Context: an optimization exercise on an open-source flow, tuned for small area, a short achievable clock period and few clock cycles per item. The choices shown serve that exercise and are no tape-out recipe.
The RTL was checked by simulation tests, not by an equivalence proof against the original design.

// bubbleSort
module bubbleSort #(
    parameter SIZE_DATA = 16,
    parameter NUM_VALS  = 8
)(
    input  logic                         i_clk,
    input  logic                         i_rst_n,
    input  logic                         i_start,
    input  logic [NUM_VALS-1:0][SIZE_DATA-1:0]    i_data,
    output logic [NUM_VALS-1:0][SIZE_DATA-1:0]    o_data,
    output logic                         o_done
);
clock: 15.0 ns
lec_check: 0
abc_area: 1
cap_margin: 50
core_margin: 2
core_utilization: 40
slew_margin: 50
standard.sh (not shown) runs the stock make flow with config.mk's settings and CLKGATE_MAP_FILE= SYNTH_SCRIPT=/design/flow/synth_recipe.tcl, a recipe that flattens the netlist after the stock synthesis.
==> flow/flow/run.sh <==
#!/bin/bash
# Layout flow: the standard ORFS flow (standard.sh) with these changes:
#  - synthesis: if flow/cells_map.v exists, the design's gate-level leaf
#    modules (bs_*) are mapped onto the sky130hd cells of the same function
#    before the rest of synth_recipe.tcl runs; the remaining logic is mapped
#    with flow/abc.script instead of ORFS's abc_area.script. The register
#    mapping is unchanged.
#  - the make variables in flow/make_vars.txt (one VAR=value per line) are
#    added to the make command line, e.g. a larger SETUP_SLACK_MARGIN so
#    repair_timing sizes and buffers the critical paths.
# Each tool's log stays in orfs/logs/; the make output goes to standard_custom.log.
set -euo pipefail
HERE=$(pwd)
cp "$FLOW_HOME/scripts/synth.tcl" synth_abc.tcl
sed -i "s|^source \$::env(SCRIPTS_DIR)/synth_preamble.tcl|&\nset abc_args [lreplace \$abc_args 1 1 $HERE/flow/abc.script]|" synth_abc.tcl
if [[ -f flow/cells_map.v ]]; then
  sed -i "0,/^hierarchy -check -top \$::env(DESIGN_NAME)/s||&\ntechmap -map $HERE/flow/cells_map.v|" synth_abc.tcl
fi
sed "s|\$::env(SCRIPTS_DIR)/synth.tcl|$HERE/synth_abc.tcl|" synth_recipe.tcl > synth_recipe_abc.tcl
EXTRA=""
while IFS= read -r line; do
  [[ -z "$line" || "$line" == \#* ]] && continue
  EXTRA="$EXTRA '$line'"
done < flow/make_vars.txt
sed -e "s|SYNTH_SCRIPT=[^ ]*|SYNTH_SCRIPT=$HERE/synth_recipe_abc.tcl|" \
    -e "s|\"\${@:-finish}\"|$EXTRA &|" standard.sh > standard_custom.sh
bash standard_custom.sh "$@" > standard_custom.log 2>&1
==> flow/flow/cells_map.v <==
// Maps the design's gate-level leaf modules (bs_*) onto the sky130hd cells
// of the same function, drive strength 1.

module bs_inv (A, Y);
    input A;
    output Y;
    sky130_fd_sc_hd__inv_1 _TECHMAP_REPLACE_ (.A(A), .Y(Y));
endmodule

module bs_nand2 (A, B, Y);
    input A, B;
    output Y;
    sky130_fd_sc_hd__nand2_1 _TECHMAP_REPLACE_ (.A(A), .B(B), .Y(Y));
endmodule

module bs_nor2 (A, B, Y);
    input A, B;
    output Y;
    sky130_fd_sc_hd__nor2_1 _TECHMAP_REPLACE_ (.A(A), .B(B), .Y(Y));
endmodule

module bs_nand2b (A_N, B, Y);
    input A_N, B;
    output Y;
    sky130_fd_sc_hd__nand2b_1 _TECHMAP_REPLACE_ (.A_N(A_N), .B(B), .Y(Y));
endmodule

module bs_nor2b (A, B_N, Y);
    input A, B_N;
    output Y;
    sky130_fd_sc_hd__nor2b_1 _TECHMAP_REPLACE_ (.A(A), .B_N(B_N), .Y(Y));
endmodule

module bs_a21oi (A1, A2, B1, Y);
    input A1, A2, B1;
    output Y;
    sky130_fd_sc_hd__a21oi_1 _TECHMAP_REPLACE_ (.A1(A1), .A2(A2), .B1(B1), .Y(Y));
endmodule

module bs_o21ai (A1, A2, B1, Y);
    input A1, A2, B1;
    output Y;
    sky130_fd_sc_hd__o21ai_1 _TECHMAP_REPLACE_ (.A1(A1), .A2(A2), .B1(B1), .Y(Y));
endmodule

module bs_a21o (A1, A2, B1, X);
    input A1, A2, B1;
    output X;
    sky130_fd_sc_hd__a21o_1 _TECHMAP_REPLACE_ (.A1(A1), .A2(A2), .B1(B1), .X(X));
endmodule

module bs_o21a (A1, A2, B1, X);
    input A1, A2, B1;
    output X;
    sky130_fd_sc_hd__o21a_1 _TECHMAP_REPLACE_ (.A1(A1), .A2(A2), .B1(B1), .X(X));
endmodule

module bs_o22ai (A1, A2, B1, B2, Y);
    input A1, A2, B1, B2;
    output Y;
    sky130_fd_sc_hd__o22ai_1 _TECHMAP_REPLACE_ (.A1(A1), .A2(A2), .B1(B1), .B2(B2), .Y(Y));
endmodule

module bs_a22o (A1, A2, B1, B2, X);
    input A1, A2, B1, B2;
    output X;
    sky130_fd_sc_hd__a22o_1 _TECHMAP_REPLACE_ (.A1(A1), .A2(A2), .B1(B1), .B2(B2), .X(X));
endmodule

module bs_o2bb2ai (A1_N, A2_N, B1, B2, Y);
    input A1_N, A2_N, B1, B2;
    output Y;
    sky130_fd_sc_hd__o2bb2ai_1 _TECHMAP_REPLACE_ (.A1_N(A1_N), .A2_N(A2_N), .B1(B1), .B2(B2), .Y(Y));
endmodule
module bs_or2 (A, B, X);
    input A, B;
    output X;
    sky130_fd_sc_hd__or2_1 _TECHMAP_REPLACE_ (.A(A), .B(B), .X(X));
endmodule

module bs_a222oi (A1, A2, B1, B2, C1, C2, Y);
    input A1, A2, B1, B2, C1, C2;
    output Y;
    sky130_fd_sc_hd__a222oi_1 _TECHMAP_REPLACE_ (.A1(A1), .A2(A2), .B1(B1), .B2(B2), .C1(C1), .C2(C2), .Y(Y));
endmodule

module bs_nor3 (A, B, C, Y);
    input A, B, C;
    output Y;
    sky130_fd_sc_hd__nor3_1 _TECHMAP_REPLACE_ (.A(A), .B(B), .C(C), .Y(Y));
endmodule

module bs_nor4 (A, B, C, D, Y);
    input A, B, C, D;
    output Y;
    sky130_fd_sc_hd__nor4_1 _TECHMAP_REPLACE_ (.A(A), .B(B), .C(C), .D(D), .Y(Y));
endmodule
==> flow/flow/make_vars.txt <==
SETUP_SLACK_MARGIN=10.6
BUFFER_PORTS_ARGS=-buffer_cell sky130_fd_sc_hd__buf_1
CTS_ARGS=-sink_clustering_enable -repair_clock_nets -dont_use_dummy_load -buf_list {sky130_fd_sc_hd__clkbuf_8} -sink_clustering_size 20 -sink_clustering_max_diameter 60
SKIP_CTS_REPAIR_TIMING=1
Other scripts of this flow, unchanged in this note and not shown: flow/flow/abc.script
The first run passed the timing, DRC and antenna checks.
Testbench counts at the start, summed over its fixed seeds: cycles 2,072, sets 2,048.
Next try:
--- a/flow/flow/make_vars.txt
+++ b/flow/flow/make_vars.txt
@@ -4 +3,0 @@
-SKIP_CTS_REPAIR_TIMING=1
PLACE_DENSITY = 0.72   (was not set)
Maximum frequency barely changes.
Sequential share of layout area is about the same.
Next try:
--- a/flow/flow/cells_map.v
+++ b/flow/flow/cells_map.v
@@ -75,23 +74,0 @@
-module bs_or2 (A, B, X);
-    input A, B;
-    output X;
-    sky130_fd_sc_hd__or2_1 _TECHMAP_REPLACE_ (.A(A), .B(B), .X(X));
-endmodule
-
-module bs_a222oi (A1, A2, B1, B2, C1, C2, Y);
-    input A1, A2, B1, B2, C1, C2;
-    output Y;
-    sky130_fd_sc_hd__a222oi_1 _TECHMAP_REPLACE_ (.A1(A1), .A2(A2), .B1(B1), .B2(B2), .C1(C1), .C2(C2), .Y(Y));
-endmodule
-
-module bs_nor3 (A, B, C, Y);
-    input A, B, C;
-    output Y;
-    sky130_fd_sc_hd__nor3_1 _TECHMAP_REPLACE_ (.A(A), .B(B), .C(C), .Y(Y));
-endmodule
-
-module bs_nor4 (A, B, C, D, Y);
-    input A, B, C, D;
-    output Y;
-    sky130_fd_sc_hd__nor4_1 _TECHMAP_REPLACE_ (.A(A), .B(B), .C(C), .D(D), .Y(Y));
-endmodule
CORE_UTILIZATION = 55   (was 40)
PLACE_DENSITY = 0.7   (was 0.72)
The new run ran to the end with no violations.
Design area decreases by 0.96%.
Global-route usage goes up by 6.8 points.
Die area falls by 27%.
Via count fell by 0.52%.
Synthesized area is unchanged.
Sequential cell count does not change.
First-iteration DRC count is higher by 5.2%.
Next try:
==> flow/flow/make_vars.txt (replaced) <==
SETUP_SLACK_MARGIN=10.6
BUFFER_PORTS_ARGS=-buffer_cell sky130_fd_sc_hd__buf_1
CTS_ARGS=-sink_clustering_enable -repair_clock_nets -dont_use_dummy_load -buf_list {sky130_fd_sc_hd__clkbuf_8} -sink_clustering_size 16 -sink_clustering_max_diameter 50
CORE_UTILIZATION = 40   (was 55)
PLACE_DENSITY = not set   (was 0.7)
Result: Design area increases by 1.3%; utilization decreases by 17 points; hold slack is about the same.
Next try:
--- a/flow/flow/cells_map.v
+++ b/flow/flow/cells_map.v
@@ -74,0 +75,23 @@
+module bs_or2 (A, B, X);
+    input A, B;
+    output X;
+    sky130_fd_sc_hd__or2_1 _TECHMAP_REPLACE_ (.A(A), .B(B), .X(X));
+endmodule
+
+module bs_a222oi (A1, A2, B1, B2, C1, C2, Y);
+    input A1, A2, B1, B2, C1, C2;
+    output Y;
+    sky130_fd_sc_hd__a222oi_1 _TECHMAP_REPLACE_ (.A1(A1), .A2(A2), .B1(B1), .B2(B2), .C1(C1), .C2(C2), .Y(Y));
+endmodule
+
+module bs_nor3 (A, B, C, Y);
+    input A, B, C;
+    output Y;
+    sky130_fd_sc_hd__nor3_1 _TECHMAP_REPLACE_ (.A(A), .B(B), .C(C), .Y(Y));
+endmodule
+
+module bs_nor4 (A, B, C, D, Y);
+    input A, B, C, D;
+    output Y;
+    sky130_fd_sc_hd__nor4_1 _TECHMAP_REPLACE_ (.A(A), .B(B), .C(C), .D(D), .Y(Y));
+endmodule
==> flow/flow/make_vars.txt (replaced) <==
SETUP_SLACK_MARGIN=10.6
BUFFER_PORTS_ARGS=-buffer_cell sky130_fd_sc_hd__buf_1
CTS_ARGS=-sink_clustering_enable -repair_clock_nets -dont_use_dummy_load -buf_list {sky130_fd_sc_hd__clkbuf_8} -sink_clustering_size 20 -sink_clustering_max_diameter 60
GPL_ROUTABILITY_DRIVEN = 0   (was not set)
Effect: The new run went through all stages and came out clean; global-route usage is lower by 0.35 points; cell count hardly moves; worst hold slack gets worse by 11 ps; clock skew is about the same.

==> re-timing with driven ports <==
The flow's constraints put no driver on any port. The routed layouts listed below were extracted and timed again, unchanged, in two steps.
Step 1 sets driving cells, clkbuf_16 on the clock port and buf_2 on the other inputs (assumed; they add their load-dependent delay and slew).
Step 2 also shifts input and output timing later by t, the mid clock arrival at the registers, as if the neighbouring blocks saw the same clock.
a / b / c = ideal / step 1 / step 2; a / b = the first two.
run	t (ns)	slack for setup (ns)	worst setup path at the end
the first run	0.670	10.774 / 10.721 / 10.151	input to register
the second run	0.665	10.781 / 10.723 / 10.260	input to register
the third run	0.639	10.764 / 10.764 / 10.182	input to register
the fourth run	0.632	10.821 / 10.768 / 10.249	input to register
the fifth run	0.677	10.758 / 10.704 / 10.187	input to register
After both steps setup and hold are still met in every run listed. The setup slack of the first run, which loses most, moves by -0.053 ns with the drivers and by -0.623 ns with both steps.
